What follows belongs to an exercise in optimizing a design on an open flow for small area; a production flow would make more cautious choices.
The RTL was checked by simulation tests, not by an equivalence proof against the original design.
The clock port is modelled as an ideal driver, which makes a skipped or thinned clock tree look cheaper than it is; a real chip needs a root buffer or a tree.
Power and IR drop assume default switching activity.

// lab4_2
module lab4_2(
			input[2:0] studentID,
			input[2:0] credit,
			input [1:0] mode,
			input  incTime,
			input CLK,
			input rst,
			output reg [4:0]  stime,
			output reg  [2:0] idOutput,
			output reg endOfListWar,
			output [3:0] studentCount,
			output reg  [6:0] totalCredits
	);
	reg [7:1] rg, rp;
	reg [5:0] R [1:7];
	reg [4:0] S [1:7];
	function [7:0] radd;
		input [7:0] a, b;
		input ci;
		input integer n;
		integer i;
		reg c;
		begin
			radd = 8'd0;
			c = ci;
			for (i = 0; i < 8; i = i + 1)
				if (i < n) begin
					radd[i] = a[i] ^ b[i] ^ c;
					c = (a[i] & b[i]) | (c & (a[i] ^ b[i]));
				end else if (i == n)
					radd[i] = c;
		end
	endfunction
	function [2:0] pop7;
		input [6:0] x;
		reg s1, c1, s2, c2, c3;
		begin
			s1 = x[0] ^ x[1] ^ x[2]; c1 = (x[0] & x[1]) | (x[2] & (x[0] ^ x[1]));
			s2 = x[3] ^ x[4] ^ x[5]; c2 = (x[3] & x[4]) | (x[5] & (x[3] ^ x[4]));
			pop7[0] = s1 ^ s2 ^ x[6]; c3 = (s1 & s2) | (x[6] & (s1 ^ s2));
			pop7[1] = c1 ^ c2 ^ c3;
			pop7[2] = (c1 & c2) | (c3 & (c1 ^ c2));
		end
	endfunction
	wire live = ~rst & ~incTime;
	wire m0 = live & (mode == 2'd0);
	wire m1 = live & (mode == 2'd1);
	wire m2 = live & (mode == 2'd2);
	wire m3 = live & (mode == 2'd3);
	wire sub = mode[0];      
	wire [5:0] opnd = {{3{sub}}, credit ^ {3{sub}}};
	reg [7:1] sel, spend, elig, big, low, updR, holdR, updS, holdS;
	reg [5:0] sum [1:7];
	reg [7:0] t;
	integer k;
	always @* begin
		for (k = 1; k <= 7; k = k + 1) begin
			t = radd({2'b0, R[k]}, {2'b0, opnd}, sub, 6);
			sum[k]   = t[5:0];
			sel[k]   = (studentID == k);
			spend[k] = sel[k] & t[6] & (|sum[k]);    
			big[k]   = (S[k] > 4);
			elig[k]  = rg[k] & ~big[k];
			low[k]   = rg[k] & ~rp[k] & ~t[6];
  ...
export LEC_CHECK = 0
export ABC_AREA = 1
export CAP_MARGIN = 0
export CORE_MARGIN = 2
export CORE_UTILIZATION = 70
export GPL_TIMING_DRIVEN = 0
export SLEW_MARGIN = 0
create_clock -name core_clock -period 12.0 [get_ports {CLK}]
standard.sh (not shown) runs the stock make flow with config.mk's settings and CLKGATE_MAP_FILE= SYNTH_SCRIPT=/design/flow/synth_recipe.tcl, a recipe that flattens the netlist after the stock synthesis.
==> flow/flow/run.sh <==
#!/bin/bash
# Own layout flow:
#  1. the standard synthesis, unchanged;
#  2. the combinational logic re-mapped for area with a few ABC scripts (registers and tie
#     cells kept as they are; full adders kept, or extracted again); the smallest result that yosys proves equivalent to the
#     standard netlist is kept, else the standard netlist;
#  3. the rest of the standard layout, with the ports buffered by the smallest buffer and a
#     clock tree of four leaf buffers fed by the clock port (else CTS's tree without dummy loads).
# Each tool's output goes to a log file of its own in this folder.
set -uo pipefail
WORK=$(pwd)
RES=$WORK/orfs/results/$FLOW_PLATFORM/lab4_2/base
YOSYS=yosys
if [[ -x $FLOW_HOME/../tools/install/yosys/bin/yosys ]]; then
  YOSYS=$FLOW_HOME/../tools/install/yosys/bin/yosys
fi

bash standard.sh synth > $WORK/flow_1_synth.log 2>&1 || exit 1

cp $RES/1_2_yosys.v $WORK/std.v
LIB=$FLOW_HOME/platforms/$FLOW_PLATFORM/lib/sky130_fd_sc_hd__tt_025C_1v80.lib
DU=$(sed -n '/DONT_USE_CELLS +=/,/^$/p' $FLOW_HOME/platforms/$FLOW_PLATFORM/config.mk \
  | grep -o 'sky130_fd_sc_hd__[A-Za-z0-9_]*' | sed 's/^/-dont_use /' | tr '\n' ' ')
mkdir -p $WORK/remap
ADDERS=$FLOW_HOME/platforms/$FLOW_PLATFORM/cells_adders_hd.v
for r in remap remapx; do
  for s in flow/abc_*.abc; do
    n=${r}_$(basename $s .abc)
    sed -e "s#@LIB@#$LIB#g" -e "s#@IN@#$WORK/std.v#g" -e "s#@OUT@#$WORK/remap/$n.v#g" \
        -e "s#@ABC@#$WORK/$s#g" -e "s#@DU@#$DU#g" -e "s#@ADDERS@#$ADDERS#g" flow/$r.ys > $WORK/remap/$n.ys
    ( $YOSYS -s $WORK/remap/$n.ys > $WORK/remap/$n.log 2>&1 ) &
  done
  wait
done
# a second pass of the re-extraction on the best of the first
best=$(for l in $WORK/remap/*.log; do
  a=$(grep "Chip area for top module" $l | tail -1 | awk '{print $NF}')
  [[ -n "$a" && -s ${l%.log}.v ]] && echo "$a ${l%.log}"
done | sort -g | head -1 | awk '{print $2}')
if [[ -n "$best" ]]; then
  for s in flow/abc_ds*.abc; do
    n=pass2_$(basename $s .abc)
    sed -e "s#@LIB@#$LIB#g" -e "s#@IN@#$best.v#g" -e "s#@OUT@#$WORK/remap/$n.v#g" \
        -e "s#@ABC@#$WORK/$s#g" -e "s#@DU@#$DU#g" -e "s#@ADDERS@#$ADDERS#g" flow/remapx.ys > $WORK/remap/$n.ys
    ( $YOSYS -s $WORK/remap/$n.ys > $WORK/remap/$n.log 2>&1 ) &
  done
  wait
fi
# smallest first
ls $WORK/remap/*.log | while read l; do
  a=$(grep "Chip area for top module" $l | tail -1 | awk '{print $NF}')
  [[ -n "$a" && -s ${l%.log}.v ]] && echo "$a ${l%.log}"
done | sort -g > $WORK/remap/areas.txt
cat $WORK/remap/areas.txt
chosen=""
while read a base; do
  sed -e "s#@LIB@#$LIB#g" -e "s#@GOLD@#$WORK/std.v#g" -e "s#@GATE@#$base.v#g" flow/equiv.ys > $base.eq.ys
  if timeout 900 $YOSYS -s $base.eq.ys > $base.eq.log 2>&1; then chosen=$base; break; fi
done < $WORK/remap/areas.txt
if [[ -n "$chosen" ]]; then
  echo "remap: using $chosen"
  cp $chosen.v $RES/1_2_yosys.v
  rm -f $RES/1_synth.odb $RES/1_synth.sdc
else
  echo "remap: none proven, keeping the standard netlist"
fi

ARGS=("BUFFER_PORTS_ARGS=-buffer_cell sky130_fd_sc_hd__buf_1"
  "CTS_ARGS=-sink_clustering_enable -repair_clock_nets -dont_use_dummy_load -buf_list sky130_fd_sc_hd__clkbuf_8")
# input port buffers sized for their fanout before repair_design (flow/my_resize.tcl)
bash standard.sh "${ARGS[@]}" "PRE_RESIZE_TCL=$WORK/flow/my_resize.tcl" place > $WORK/flow_3_place.log 2>&1 || exit 1
# clock tree: four leaf buffers straight from the clock port (flow/my_cts.tcl, run after CTS);
# if its clock-pin slew estimate is over 115 ps, CTS's own tree instead
bash standard.sh "${ARGS[@]}" "POST_CTS_TCL=$WORK/flow/my_cts.tcl" cts > $WORK/flow_4_cts.log 2>&1 || exit 1
w=$(grep "my_cts: worst clock pin slew" $WORK/orfs/logs/$FLOW_PLATFORM/lab4_2/base/4_1_cts.log | awk '{print $NF}')
echo "my_cts slew: $w"
if [[ -z "$w" ]] || awk "BEGIN{exit !($w > 0.115)}"; then
  echo "my_cts: falling back to the standard clock tree"
  rm -f $RES/4_1_cts.odb $RES/4_cts.odb $RES/4_cts.sdc
  bash standard.sh "${ARGS[@]}" cts > $WORK/flow_4_cts_std.log 2>&1 || exit 1
fi
bash standard.sh "${ARGS[@]}" finish > $WORK/flow_5_finish.log 2>&1
==> flow/flow/abc_dsi4.abc <==
strash
&get -n
&deepsyn -T 40 -I 4
&dch -f
&nf -p -C 32 -R 1000
&put
topo
==> flow/flow/my_cts.tcl <==
# Replace the clock tree built by CTS with K leaf buffers driven straight from the clock port,
# each driving the flip-flops of one cluster (k-means on their placement).
set K [expr {[info exists ::env(MY_CTS_K)] ? $::env(MY_CTS_K) : 4}]
set bufname [expr {[info exists ::env(MY_CTS_BUF)] ? $::env(MY_CTS_BUF) : "sky130_fd_sc_hd__clkbuf_16"}]
set block [ord::get_db_block]
set db [ord::get_db]
set master [$db findMaster $bufname]
set clkport_net [$block findNet CLK]
# sinks: every clock pin reached through the CTS buffers
set sinks {}
set oldbufs {}
foreach inst [$block getInsts] {
  set m [[$inst getMaster] getName]
  if {[string match "sky130_fd_sc_hd__df*" $m] || [string match "sky130_fd_sc_hd__edf*" $m]} {
    lappend sinks [$inst findITerm CLK]
  }
  if {[string match "clkbuf_*" [$inst getName]] || [string match "clkload*" [$inst getName]]} {
    lappend oldbufs $inst
  }
}
puts "my_cts: [llength $sinks] sinks, removing [llength $oldbufs] CTS cells"
set oldnets {}
foreach b $oldbufs {
  foreach it [$b getITerms] {
    set n [$it getNet]
    if {$n != "NULL" && [$n getName] != "CLK"} { lappend oldnets $n }
  }
}
foreach it $sinks { $it disconnect }
foreach b $oldbufs { odb::dbInst_destroy $b }
foreach n [lsort -unique $oldnets] { catch { odb::dbNet_destroy $n } }
# k-means
set pts {}
foreach it $sinks {
  set inst [$it getInst]
  set bb [$inst getBBox]
  lappend pts [list [expr {([$bb xMin]+[$bb xMax])/2}] [expr {([$bb yMin]+[$bb yMax])/2}]]
}
set n [llength $pts]
# initial centers: spread over sorted x then y
set sorted [lsort -integer -index 0 $pts]
set cent {}
for {set i 0} {$i < $K} {incr i} { lappend cent [lindex $sorted [expr {int(($i+0.5)*$n/$K)}]] }
for {set iter 0} {$iter < 50} {incr iter} {
  set assign {}
  foreach p $pts {
    set best 0; set bd 1e18
    for {set i 0} {$i < $K} {incr i} {
      set c [lindex $cent $i]
      set d [expr {abs([lindex $p 0]-[lindex $c 0]) + abs([lindex $p 1]-[lindex $c 1])}]
      if {$d < $bd} { set bd $d; set best $i }
    }
    lappend assign $best
  }
  # balance: nothing fancy
  set newc {}
  for {set i 0} {$i < $K} {incr i} {
    set sx 0; set sy 0; set cnt 0
    foreach p $pts a $assign { if {$a == $i} { incr sx [lindex $p 0]; incr sy [lindex $p 1]; incr cnt } }
    if {$cnt > 0} { lappend newc [list [expr {$sx/$cnt}] [expr {$sy/$cnt}]] } else { lappend newc [lindex $cent $i] }
  }
  set cent $newc
}
for {set i 0} {$i < $K} {incr i} {
  set b [odb::dbInst_create $block $master "myclkbuf_$i"]
  set c [lindex $cent $i]
  $b setLocation [lindex $c 0] [lindex $c 1]
  $b setPlacementStatus PLACED
  set net [odb::dbNet_create $block "myclknet_$i"]
  $net setSigType CLOCK
  [$b findITerm A] connect $clkport_net
  [$b findITerm X] connect $net
  set cnt 0
  foreach it $sinks a $assign { if {$a == $i} { $it connect $net; incr cnt } }
  puts "my_cts: buffer $i at $c drives $cnt sinks"
}
detailed_placement
estimate_parasitics -placement
set w 0
foreach pin [get_pins -hierarchical */CLK] { set s [get_property $pin slew_max]; if {$s > $w} {set w $s} }
puts "my_cts: worst clock pin slew $w"
==> flow/flow/my_resize.tcl <==
# Size the port input buffers for their fanout before repair_design, so that it need not add
# buffers after a minimum-size one.
set block [ord::get_db_block]
foreach inst [$block getInsts] {
  if {![string match "input*" [$inst getName]]} { continue }
  set net [[$inst findITerm X] getNet]
  if {$net == "NULL"} { continue }
  set n [expr {[llength [$net getITerms]] - 1}]
  set cell ""
  if {$n > 24} { set cell sky130_fd_sc_hd__buf_4 } elseif {$n > 12} { set cell sky130_fd_sc_hd__buf_2 }
  if {$cell != ""} {
    puts "my_resize: [$inst getName] drives $n pins, now $cell"
    replace_cell [get_cells [$inst getName]] [get_lib_cells */$cell]
  }
}
Other scripts of this flow, unchanged in this note and not shown: flow/flow/abc_amap.abc, flow/flow/abc_ds3_nf.abc, flow/flow/abc_ds_amap.abc, flow/flow/abc_ds_nf.abc, flow/flow/abc_nf.abc, flow/flow/equiv.ys, flow/flow/remap.ys, flow/flow/remapx.ys
Edit:
--- a/flow/flow/run.sh
+++ b/flow/flow/run.sh
@@ -70,2 +70 @@
-# input port buffers sized for their fanout before repair_design (flow/my_resize.tcl)
-bash standard.sh "${ARGS[@]}" "PRE_RESIZE_TCL=$WORK/flow/my_resize.tcl" place > $WORK/flow_3_place.log 2>&1 || exit 1
+bash standard.sh "${ARGS[@]}" place > $WORK/flow_3_place.log 2>&1 || exit 1
removed: flow/flow/abc_dsi4.abc
removed: flow/flow/my_resize.tcl
Effect: The new run passed the timing, DRC and antenna checks; total power shrinks by 4.0%; routed wire length grows by 1.1%; design area stays flat.
Edit:
--- a/flow/flow/run.sh
+++ b/flow/flow/run.sh
@@ -70 +70,2 @@
-bash standard.sh "${ARGS[@]}" place > $WORK/flow_3_place.log 2>&1 || exit 1
+# input port buffers sized for their fanout before repair_design (flow/my_resize.tcl)
+bash standard.sh "${ARGS[@]}" "PRE_RESIZE_TCL=$WORK/flow/my_resize.tcl" place > $WORK/flow_3_place.log 2>&1 || exit 1
==> flow/flow/abc_ds11_nf.abc (new file) <==
strash
&get -n
&deepsyn -T 20 -S 11
&dch -f
&nf -p -C 32 -R 1000
&put
topo
--- a/flow/flow/my_cts.tcl
+++ b/flow/flow/my_cts.tcl
@@ -44,2 +44,5 @@
-for {set iter 0} {$iter < 50} {incr iter} {
-  set assign {}
+# balanced k-means: each cluster takes at most ceil(n/K) sinks, nearest pairs first
+set cap [expr {($n + $K - 1) / $K}]
+for {set iter 0} {$iter < 30} {incr iter} {
+  set pairs {}
+  set idx 0
@@ -47 +49,0 @@
-    set best 0; set bd 1e18
@@ -50,2 +52,3 @@
-      set d [expr {abs([lindex $p 0]-[lindex $c 0]) + abs([lindex $p 1]-[lindex $c 1])}]
-      if {$d < $bd} { set bd $d; set best $i }
+      set dx [expr {[lindex $p 0]-[lindex $c 0]}]
+      set dy [expr {[lindex $p 1]-[lindex $c 1]}]
+      lappend pairs [list [expr {double($dx)*$dx + double($dy)*$dy}] $idx $i]
@@ -53 +56 @@
-    lappend assign $best
+    incr idx
@@ -55 +58,9 @@
-  # balance: nothing fancy
+  set pairs [lsort -real -index 0 $pairs]
+  set assign [lrepeat $n -1]
+  set fill [lrepeat $K 0]
+  foreach pr $pairs {
+    lassign $pr d j i
+    if {[lindex $assign $j] >= 0 || [lindex $fill $i] >= $cap} { continue }
+    lset assign $j $i
+    lset fill $i [expr {[lindex $fill $i] + 1}]
+  }
==> flow/flow/my_resize.tcl (new file) <==
# Size the port input buffers for their fanout before repair_design, so that it need not add
# buffers after a minimum-size one.
set block [ord::get_db_block]
foreach inst [$block getInsts] {
  if {![string match "input*" [$inst getName]]} { continue }
  set net [[$inst findITerm X] getNet]
  if {$net == "NULL"} { continue }
  set n [expr {[llength [$net getITerms]] - 1}]
  set cell ""
  if {$n > 24} { set cell sky130_fd_sc_hd__buf_4 } elseif {$n > 12} { set cell sky130_fd_sc_hd__buf_2 }
  if {$cell != ""} {
    puts "my_resize: [$inst getName] drives $n pins, now $cell"
    replace_cell [get_cells [$inst getName]] [get_lib_cells */$cell]
  }
}
- CAP_MARGIN: 0 -> 10
- SLEW_MARGIN: 0 -> 10
Total power rose slightly.
Setup slack stays flat.
Global-route usage hardly moves.
Cell area falls slightly.
Via count barely changes.
Die area is unchanged.
Area after synthesis is unchanged.
Edit:
- CAP_MARGIN: 10 -> 0
- SLEW_MARGIN: 10 -> 0
Wire length climbs slightly; via count increases slightly; register-to-register slack got worse by 0.12 ns; core utilization stays the same; synthesized area stays the same.
The clock cells of the second, third and fourth runs of this note come from the design's own scripts or RTL, not from TritonCTS.

* * *

Setup of v27:
Starting RTL as in the previous note.
export LEC_CHECK = 0
export ABC_AREA = 1
export CAP_MARGIN = 0
export CORE_MARGIN = 2
export CORE_UTILIZATION = 70
export GPL_TIMING_DRIVEN = 0
export SLEW_MARGIN = 0
create_clock -name core_clock -period 12.0 [get_ports {CLK}]
==> flow/flow/run.sh <==
#!/bin/bash
# Own layout flow:
#  1. the standard synthesis, unchanged;
#  2. the combinational logic re-mapped for area with a few ABC scripts (registers, full-adder
#     and tie cells kept as they are); the smallest result that yosys proves equivalent to the
#     standard netlist is kept, else the standard netlist;
#  3. the rest of the standard layout, with the ports buffered by the smallest buffer and a
#     clock tree without dummy loads.
# Each tool's output goes to a log file of its own in this folder.
set -uo pipefail
WORK=$(pwd)
RES=$WORK/orfs/results/$FLOW_PLATFORM/lab4_2/base
YOSYS=yosys
if [[ -x $FLOW_HOME/../tools/install/yosys/bin/yosys ]]; then
  YOSYS=$FLOW_HOME/../tools/install/yosys/bin/yosys
fi

bash standard.sh synth > $WORK/flow_1_synth.log 2>&1 || exit 1

cp $RES/1_2_yosys.v $WORK/std.v
LIB=$FLOW_HOME/platforms/$FLOW_PLATFORM/lib/sky130_fd_sc_hd__tt_025C_1v80.lib
DU=$(sed -n '/DONT_USE_CELLS +=/,/^$/p' $FLOW_HOME/platforms/$FLOW_PLATFORM/config.mk \
  | grep -o 'sky130_fd_sc_hd__[A-Za-z0-9_]*' | sed 's/^/-dont_use /' | tr '\n' ' ')
mkdir -p $WORK/remap
for s in flow/abc_*.abc; do
  n=$(basename $s .abc)
  sed -e "s#@LIB@#$LIB#g" -e "s#@IN@#$WORK/std.v#g" -e "s#@OUT@#$WORK/remap/$n.v#g" \
      -e "s#@ABC@#$WORK/$s#g" -e "s#@DU@#$DU#g" flow/remap.ys > $WORK/remap/$n.ys
  ( $YOSYS -s $WORK/remap/$n.ys > $WORK/remap/$n.log 2>&1 ) &
done
wait
# smallest first
ls $WORK/remap/*.log | while read l; do
  a=$(grep "Chip area for top module" $l | tail -1 | awk '{print $NF}')
  [[ -n "$a" && -s ${l%.log}.v ]] && echo "$a ${l%.log}"
done | sort -g > $WORK/remap/areas.txt
cat $WORK/remap/areas.txt
chosen=""
while read a base; do
  sed -e "s#@LIB@#$LIB#g" -e "s#@GOLD@#$WORK/std.v#g" -e "s#@GATE@#$base.v#g" flow/equiv.ys > $base.eq.ys
  if timeout 900 $YOSYS -s $base.eq.ys > $base.eq.log 2>&1; then chosen=$base; break; fi
done < $WORK/remap/areas.txt
if [[ -n "$chosen" ]]; then
  echo "remap: using $chosen"
  cp $chosen.v $RES/1_2_yosys.v
  rm -f $RES/1_synth.odb $RES/1_synth.sdc
else
  echo "remap: none proven, keeping the standard netlist"
fi

bash standard.sh \
  "BUFFER_PORTS_ARGS=-buffer_cell sky130_fd_sc_hd__buf_1" \
  "CTS_ARGS=-sink_clustering_enable -repair_clock_nets -dont_use_dummy_load -buf_list sky130_fd_sc_hd__clkbuf_8" \
  finish > $WORK/flow_3_layout.log 2>&1
==> flow/flow/remap.ys <==
read_liberty -ignore_miss_func @LIB@
read_verilog @IN@
hierarchy -top lab4_2
setattr -mod -set keep_hierarchy 1 sky130_fd_sc_hd__*df* sky130_fd_sc_hd__conb_* sky130_fd_sc_hd__fa_*
flatten -noscopeinfo
rename -hide w:*.*
opt_clean -purge
abc -script @ABC@ -liberty @LIB@ @DU@
opt_clean -purge
hilomap -singleton -hicell sky130_fd_sc_hd__conb_1 HI -locell sky130_fd_sc_hd__conb_1 LO
opt_clean -purge
insbuf -buf sky130_fd_sc_hd__buf_1 A X
splitnets
opt_clean -purge
stat -liberty @LIB@
blackbox sky130_fd_sc_hd__*
write_verilog -noattr -nohex -nodec @OUT@
Other scripts of this flow, unchanged in this note and not shown: flow/flow/abc_amap.abc, flow/flow/abc_ds3_nf.abc, flow/flow/abc_ds_amap.abc, flow/flow/abc_ds_nf.abc, flow/flow/abc_nf.abc, flow/flow/equiv.ys
v27: done, clean on timing, DRC and antenna
Here is what was changed in the inputs of v54 compared with v27.
-- flow/config.mk --
<<< v27, line 9
export CAP_MARGIN = 0
export CORE_MARGIN = 2
export CORE_UTILIZATION = 70
export GPL_TIMING_DRIVEN = 0
export SLEW_MARGIN = 0
>>> v54, line 9
export CAP_MARGIN = 0
export CORE_MARGIN = 2
export CORE_UTILIZATION = 50
export GPL_TIMING_DRIVEN = 0
export SLEW_MARGIN = 0
Results
- Fraction of area in registers for v54 is lower than for v27.
- Looking at count of vias placed by the detailed router across both flows, v54 is the stronger of the two, with v27 trailing.
- From v27 to v54 the numbers moved as follows: clock share of power grew by 0.4 points; wire length of the first global-routing pass lost about 1.6%; number of buffers and inverters on the critical path climbed 1; area overhead of the layout relative to synthesis rose 1.5 points.
- Against v27 as the reference, v54 delivers a lower average routed wire per standard cell.
Input changes introduced in v6 (baseline for comparison: v54):
==> flow/flow/remap.ys <==
read_liberty -ignore_miss_func @LIB@
read_verilog @IN@
hierarchy -top lab4_2
setattr -mod -set keep_hierarchy 1 sky130_fd_sc_hd__*df* sky130_fd_sc_hd__conb_* sky130_fd_sc_hd__fa_*
flatten -noscopeinfo
opt_clean
abc -script @ABC@ -liberty @LIB@ @DU@
opt_clean -purge
hilomap -singleton -hicell sky130_fd_sc_hd__conb_1 HI -locell sky130_fd_sc_hd__conb_1 LO
insbuf -buf sky130_fd_sc_hd__buf_4 A X
splitnets
opt_clean -purge
stat -liberty @LIB@
blackbox sky130_fd_sc_hd__*
write_verilog -noattr -nohex -nodec @OUT@
-- flow/config.mk --
<<< v54, line 10
export CORE_MARGIN = 2
export CORE_UTILIZATION = 50
export GPL_TIMING_DRIVEN = 0
export SLEW_MARGIN = 0
>>> v6, line 10
export CORE_MARGIN = 2
export CORE_UTILIZATION = 50
export SLEW_MARGIN = 0
Notes after the runs:
- Looking at delay of the slowest critical-path stage, v6 sits above v54.
- When the final numbers for v6 and v54 were put side by side, the global-route usage turned out to be smaller in v6.
- Between v6 and v54, it is v6 whose synthesized net count is higher, by 11.
- On final worst hold slack, v6 and v54 are basically level.
- Across both runs, maximum resistive drop on vdd was lower for v6 than for v54.
- v6 against v54; area of the die is up slightly.
- On clock latency at the later pin of the worst-skew pair, v6 tracks v54 almost exactly.
diff inputs: v6 => v35
-- flow/flow/run.sh --
<<< v6, line 2
# Own layout flow:
#  1. the standard synthesis, unchanged;
#  2. the combinational logic re-mapped for area with a few ABC scripts (registers, full-adder
#     and tie cells kept as they are); the smallest result that yosys proves equivalent to the
#     standard netlist is kept, else the standard netlist;
#  3. the rest of the standard layout, with the ports buffered by the smallest buffer and a
>>> v35, line 2
# Own layout flow:
#  1. the standard synthesis, unchanged;
#  2. the combinational logic re-mapped for area with a few ABC scripts (registers and tie
#     cells kept as they are; full adders kept, or extracted again); the smallest result that yosys proves equivalent to the
#     standard netlist is kept, else the standard netlist;
#  3. the rest of the standard layout, with the ports buffered by the smallest buffer and a
<<< v6, line 23
  | grep -o 'sky130_fd_sc_hd__[A-Za-z0-9_]*' | sed 's/^/-dont_use /' | tr '\n' ' ')
mkdir -p $WORK/remap
for s in flow/abc_*.abc; do
  n=$(basename $s .abc)
  sed -e "s#@LIB@#$LIB#g" -e "s#@IN@#$WORK/std.v#g" -e "s#@OUT@#$WORK/remap/$n.v#g" \
      -e "s#@ABC@#$WORK/$s#g" -e "s#@DU@#$DU#g" flow/remap.ys > $WORK/remap/$n.ys
  ( $YOSYS -s $WORK/remap/$n.ys > $WORK/remap/$n.log 2>&1 ) &
done
wait
# smallest first
ls $WORK/remap/*.log | while read l; do
>>> v35, line 23
  | grep -o 'sky130_fd_sc_hd__[A-Za-z0-9_]*' | sed 's/^/-dont_use /' | tr '\n' ' ')
mkdir -p $WORK/remap
ADDERS=$FLOW_HOME/platforms/$FLOW_PLATFORM/cells_adders_hd.v
for r in remap remapx; do
  for s in flow/abc_*.abc; do
    n=${r}_$(basename $s .abc)
    sed -e "s#@LIB@#$LIB#g" -e "s#@IN@#$WORK/std.v#g" -e "s#@OUT@#$WORK/remap/$n.v#g" \
        -e "s#@ABC@#$WORK/$s#g" -e "s#@DU@#$DU#g" -e "s#@ADDERS@#$ADDERS#g" flow/$r.ys > $WORK/remap/$n.ys
    ( $YOSYS -s $WORK/remap/$n.ys > $WORK/remap/$n.log 2>&1 ) &
  done
  wait
done
# smallest first
ls $WORK/remap/*.log | while read l; do
==> flow/flow/remap.ys <==
read_liberty -ignore_miss_func @LIB@
read_verilog @IN@
hierarchy -top lab4_2
setattr -mod -set keep_hierarchy 1 sky130_fd_sc_hd__*df* sky130_fd_sc_hd__conb_* sky130_fd_sc_hd__fa_*
flatten -noscopeinfo
rename -hide w:*.*
opt_clean -purge
abc -script @ABC@ -liberty @LIB@ @DU@
opt_clean -purge
hilomap -singleton -hicell sky130_fd_sc_hd__conb_1 HI -locell sky130_fd_sc_hd__conb_1 LO
opt_clean -purge
insbuf -buf sky130_fd_sc_hd__buf_1 A X
splitnets
opt_clean -purge
stat -liberty @LIB@
blackbox sky130_fd_sc_hd__*
write_verilog -noattr -nohex -nodec @OUT@
==> flow/flow/remapx.ys (new file) <==
read_liberty -ignore_miss_func @LIB@
read_verilog @IN@
hierarchy -top lab4_2
setattr -mod -set keep_hierarchy 1 sky130_fd_sc_hd__*df* sky130_fd_sc_hd__conb_*
flatten -noscopeinfo
rename -hide w:*.*
opt_clean -purge
techmap
opt -fast
extract_fa -fa
techmap -map @ADDERS@
techmap
opt -fast -purge
abc -script @ABC@ -liberty @LIB@ @DU@
opt_clean -purge
hilomap -singleton -hicell sky130_fd_sc_hd__conb_1 HI -locell sky130_fd_sc_hd__conb_1 LO
opt_clean -purge
insbuf -buf sky130_fd_sc_hd__buf_1 A X
splitnets
opt_clean -purge
stat -liberty @LIB@
blackbox sky130_fd_sc_hd__*
write_verilog -noattr -nohex -nodec @OUT@
-- flow/config.mk --
<<< v6, line 9
export CAP_MARGIN = 0
export CORE_MARGIN = 2
export CORE_UTILIZATION = 50
export SLEW_MARGIN = 0
>>> v35, line 9
export CAP_MARGIN = 0
export CORE_MARGIN = 2
export CORE_UTILIZATION = 70
export GPL_TIMING_DRIVEN = 0
export SLEW_MARGIN = 0
## What came out
- v6 did not stop at any stage, and its layout met the timing, DRC and antenna checks.
- v35: done, clean on timing, DRC and antenna
- Compared with v6, in v35 fraction of met2 tracks used by global routing +11 points, design area -about 3.5%, required arrival time at the worst endpoint +40 ps.
- Between v6 and v35, the total wire length is higher for v6.
- In the metrics for v6 and v35, the one carrying the higher number of buffers outside the clock class in the layout is v6.
- Global router's overall resource usage came out higher on v35 than on v6.
- Between v6 and v35, the detailed-routing wirelength on met1 is higher for v6.
- Compared with v6, in v35 post-layout total power held steady, layout overhead on the synthesized area grew by 0.31 points, final clock period utilization by the worst path grew by 1.6 points, placeable core region shrank by about 32%.
Input-level comparison between v50 and v35:
-- flow/flow/run.sh --
<<< v35, line 2
# Own layout flow:
#  1. the standard synthesis, unchanged;
#  2. the combinational logic re-mapped for area with a few ABC scripts (registers and tie
#     cells kept as they are; full adders kept, or extracted again); the smallest result that yosys proves equivalent to the
#     standard netlist is kept, else the standard netlist;
#  3. the rest of the standard layout, with the ports buffered by the smallest buffer and a
>>> v50, line 2
# Own layout flow:
#  1. the standard synthesis, unchanged;
#  2. the combinational logic re-mapped for area with a few ABC scripts (registers, full-adder
#     and tie cells kept as they are); the smallest result that yosys proves equivalent to the
#     standard netlist is kept, else the standard netlist;
#  3. the rest of the standard layout, with the ports buffered by the smallest buffer and a
<<< v35, line 23
  | grep -o 'sky130_fd_sc_hd__[A-Za-z0-9_]*' | sed 's/^/-dont_use /' | tr '\n' ' ')
mkdir -p $WORK/remap
ADDERS=$FLOW_HOME/platforms/$FLOW_PLATFORM/cells_adders_hd.v
for r in remap remapx; do
  for s in flow/abc_*.abc; do
    n=${r}_$(basename $s .abc)
    sed -e "s#@LIB@#$LIB#g" -e "s#@IN@#$WORK/std.v#g" -e "s#@OUT@#$WORK/remap/$n.v#g" \
        -e "s#@ABC@#$WORK/$s#g" -e "s#@DU@#$DU#g" -e "s#@ADDERS@#$ADDERS#g" flow/$r.ys > $WORK/remap/$n.ys
    ( $YOSYS -s $WORK/remap/$n.ys > $WORK/remap/$n.log 2>&1 ) &
  done
  wait
done
# smallest first
ls $WORK/remap/*.log | while read l; do
>>> v50, line 23
  | grep -o 'sky130_fd_sc_hd__[A-Za-z0-9_]*' | sed 's/^/-dont_use /' | tr '\n' ' ')
mkdir -p $WORK/remap
for s in flow/abc_*.abc; do
  n=$(basename $s .abc)
  sed -e "s#@LIB@#$LIB#g" -e "s#@IN@#$WORK/std.v#g" -e "s#@OUT@#$WORK/remap/$n.v#g" \
      -e "s#@ABC@#$WORK/$s#g" -e "s#@DU@#$DU#g" flow/remap.ys > $WORK/remap/$n.ys
  ( $YOSYS -s $WORK/remap/$n.ys > $WORK/remap/$n.log 2>&1 ) &
done
wait
# smallest first
ls $WORK/remap/*.log | while read l; do
==> flow/flow/remap.ys <==
read_liberty -ignore_miss_func @LIB@
read_verilog @IN@
hierarchy -top lab4_2
setattr -mod -set keep_hierarchy 1 sky130_fd_sc_hd__*df* sky130_fd_sc_hd__conb_* sky130_fd_sc_hd__fa_*
flatten -noscopeinfo
opt_clean
abc -script @ABC@ -liberty @LIB@ @DU@
opt_clean -purge
hilomap -singleton -hicell sky130_fd_sc_hd__conb_1 HI -locell sky130_fd_sc_hd__conb_1 LO
insbuf -buf sky130_fd_sc_hd__buf_4 A X
splitnets
opt_clean -purge
stat -liberty @LIB@
blackbox sky130_fd_sc_hd__*
write_verilog -noattr -nohex -nodec @OUT@
-- flow/config.mk --
<<< v35, line 9
export CAP_MARGIN = 0
export CORE_MARGIN = 2
export CORE_UTILIZATION = 70
export GPL_TIMING_DRIVEN = 0
export SLEW_MARGIN = 0
>>> v50, line 9
export CAP_MARGIN = 0
export CORE_MARGIN = 2
export CORE_UTILIZATION = 50
export GPL_TIMING_DRIVEN = 0
export SLEW_MARGIN = 0
removed: flow/flow/remapx.ys
## What came out
v50 did not stop at any stage, and its layout met the timing, DRC and antenna checks.
Side by side, wire length of the first global-routing pass turned out higher in v50 than in v35.
The run with more setup slack is v50; v35 has less.
Layout filler cell count (v50 over v35): increase, 100%
v50 vs. v35: layout buffer count excluding clock buffers went up by 9.
Sort v35 and v50 by area added between synthesis and finish desc -> top: v50
[compare] base=v35 new=v50: cell count now sits higher; number of cells on the worst hold path went down by 1; routability congestion estimate decreased by about 6% relative to the old numbers.

[separate check: timing with driven ports]
The results above use ideal ports. As a check the final layouts listed here were re-extracted and re-timed, cells and wires unchanged.
Step 1: set_driving_cell puts a clkbuf_16 on CLK and a buf_2 on each other input, an assumption about the parent block.
Step 2 also shifts input and output timing later by t, the mid clock arrival at the registers, as if the neighbouring blocks saw the same clock.
Slacks: ideal / step 1 / step 2; pairs: ideal / step 1.
| run | t, ns | setup slack, ns | worst setup path at the end | cell pins on the clock port's net |
|---|---|---|---|---|
| the first run of note 1 | 0.398 | 0.710 / 0.711 / 0.312 | input to register | 1 |
| the second run of note 1 | 0.243 | 0.642 / 0.699 / 0.455 | input to register | 4 |
| the third run of note 1 | 0.244 | 0.641 / 0.690 / 0.446 | input to register | 4 |
| the fourth run of note 1 | 0.246 | 0.530 / 0.584 / 0.338 | input to register | 4 |
| v27 | 0.400 | 0.477 / 0.494 / 0.093 | input to register | 1 |
| v54 | 0.417 | 0.655 / 0.670 / 0.253 | input to register | 1 |
| v6 | 0.412 | 0.697 / 0.704 / 0.291 | input to register | 1 |
| v35 | 0.390 | 0.503 / 0.519 / 0.129 | input to register | 1 |
| v50 | 0.414 | 0.605 / 0.615 / 0.200 | input to register | 1 |
After both steps every run listed still meets setup and hold. For v6, which loses most, drivers alone change the setup slack by +0.007 ns; drivers and shift together by -0.406 ns.
